This design comes from an exercise in tuning for small area, a short achievable clock period and few clock cycles on the open sky130 flow, not from production work.
Power and IR drop assume default switching activity.

==> flow/design.v <==
module cpu(
           input        clk,
           input        reset,
           input        prog_we,     
           input  [3:0] prog_addr,   
           input  [7:0] prog_data,   
           output [7:0] out,
           output       out_valid,   
           output       halt_o);     
   reg [7:0]  mem [0:15];
   reg [7:0]  ir;       
   reg [3:0]  pc;       
   reg [7:0]  opr;      
   reg        e_ld;     
   reg        e_ar;     
   reg        e_sub;
   reg        e_sta;    
   reg        e_out;
   reg        e_hlt;
   reg [7:0]  a;
   reg        c, z;
   reg [7:0]  oreg;
   reg        ovalid;
   reg        halted;
   wire [8:0] sum = {1'b0, a} + {1'b0, opr} + {8'b0, e_sub};
   wire       c_new = sum[8] ^ e_sub;
   wire [7:0] kin = {a[6:0] | opr[6:0], e_sub};
   wire       z_new = &(~(a ^ opr ^ kin));
   wire       c_f = e_ar ? c_new : c;
   wire       z_f = e_ar ? z_new : z;
   wire [3:0] op = ir[7:4];
   wire [3:0] n  = ir[3:0];
   wire d_lda = (op == 4'h1);
   wire d_add = (op == 4'h2);
   wire d_sub = (op == 4'h3);
   wire d_sta = (op == 4'h4);
   wire d_ldi = (op == 4'h5);
   wire d_jmp = (op == 4'h6);
   wire d_jc  = (op == 4'h7);
   wire d_jz  = (op == 4'h8);
   wire d_out = (op == 4'he);
   wire d_hlt = (op == 4'hf);
   wire hold  = d_hlt | (op >= 4'h9 && op <= 4'hd);
   wire [7:0] rd_n = (e_sta && opr[3:0] == n) ? a : mem[n];
   wire [7:0] rd_p = (e_sta && opr[3:0] == pc) ? a : mem[pc];
   wire taken = d_jmp | (d_jc & c_f) | (d_jz & z_f);
   wire [3:0] n_inc  = n + 4'd1;
   wire [3:0] pc_inc = pc + 4'd1;
   wire stall = d_sta && (n == pc);
   always @(posedge clk) begin
      if (reset) begin
         ir <= 8'h00;
         pc <= 4'd0;
      end else if (!hold) begin
         if (stall) begin
            ir <= 8'h00;
         end else if (taken) begin
            ir <= rd_n;
            pc <= n_inc;
         end else begin
            ir <= rd_p;
            pc <= pc_inc;
         end
      end
   end
   always @(posedge clk) begin
      if (reset) begin
         e_ld  <= 1'b0;
         e_ar  <= 1'b0;
         e_sub <= 1'b0;
         e_sta <= 1'b0;
         e_out <= 1'b0;
         e_hlt <= 1'b0;
      end else begin
         e_ld  <= d_lda | d_ldi;
         e_ar  <= d_add | d_sub;
         e_sub <= d_sub;
         e_sta <= d_sta;
         e_out <= d_out;
         e_hlt <= d_hlt;
      end
      opr <= (d_ldi | d_sta) ? {4'b0, n} : (d_sub ? ~rd_n : rd_n);
   end
   always @(posedge clk) begin
      if (reset) begin
         a <= 8'd0;
         c <= 1'b0;
         z <= 1'b0;
         oreg <= 8'd0;
         ovalid <= 1'b0;
         halted <= 1'b0;
      end else begin
         if (e_ld)
           a <= opr;
         else if (e_ar)
           a <= sum[7:0];
         if (e_ar) begin
            c <= c_new;
            z <= z_new;
         end
         if (e_out)
           oreg <= a;
         ovalid <= e_out;
         if (e_hlt)
           halted <= 1'b1;
      end
   end
   wire       we    = reset ? prog_we : e_sta;
   wire [3:0] waddr = reset ? prog_addr : opr[3:0];
   wire [7:0] wdata = reset ? prog_data : a;
   always @(posedge clk)
     if (we)
       mem[waddr] <= wdata;
   assign out = oreg;
   assign out_valid = ovalid;
   assign halt_o = halted;
endmodule
==> flow/config.mk <==
export PLATFORM = sky130hd
export DESIGN_NAME = cpu
export DESIGN_NICKNAME = cpu
export VERILOG_FILES = /design/flow/design.v
export SDC_FILE = /design/flow/constraint.sdc
export NUM_CORES = 4
export LEC_CHECK = 0
export CAP_MARGIN = 20
export CORE_MARGIN = 2
export CORE_UTILIZATION = 40
export SETUP_SLACK_MARGIN = 2.5
export SLEW_MARGIN = 20
==> flow/constraint.sdc <==
create_clock -name core_clock -period 4.5 [get_ports {clk}]
set_input_delay 0.9000 -clock core_clock [delete_from_list [all_inputs] [get_ports {clk}]]
set_output_delay 0.9000 -clock core_clock [all_outputs]
set_load 0.01 [all_outputs]
run.sh (not shown) runs the stock make flow with config.mk's settings and CLKGATE_MAP_FILE= SYNTH_SCRIPT=/design/flow/synth_recipe.tcl, a recipe that flattens the netlist after the stock synthesis.
The baseline passed the timing, design-rule and antenna checks.
==> next run, changes <==
- SETUP_SLACK_MARGIN: 2.5 -> default
Result: Power goes down by 9.6%. Via count went down by 4.4%. Final cell count came out lower by 3.8%. Die area stays the same. Synthesized cell count does not change. Global-route usage shrinks by 0.98 points. Wire length falls by 7.2%. Worst setup slack got worse by 0.60 ns. Register-to-register slack degrades by 0.60 ns. Sequential power is about the same.
No functional check of the RTL was part of any run of this note.

static timing again, ports no longer ideal:
In the flow no input, the clock included, has a driving cell. The finished layouts below were timed again as built, in two steps.
Step 1, drivers: a clkbuf_16 drives clk and a buf_2 each remaining input, both assumed.
Step 2 also shifts input and output timing later by t, the mid clock arrival at the registers, as if the neighbouring blocks saw the same clock.
Slacks: no drivers / after step 1 / after step 2; pairs: no drivers / after step 1.
run	t (ns)	slack for setup (ns)	worst setup path at the end	clock arrival spread, ns	worst data-port slew with drivers (ns)
the first run	0.478	1.382 / 1.382 / 1.382	register to register	0.011 / 0.011	0.08
the second run	0.482	0.780 / 0.780 / 0.780	register to register	0.014 / 0.014	0.04
After both steps every run listed still meets setup and hold.
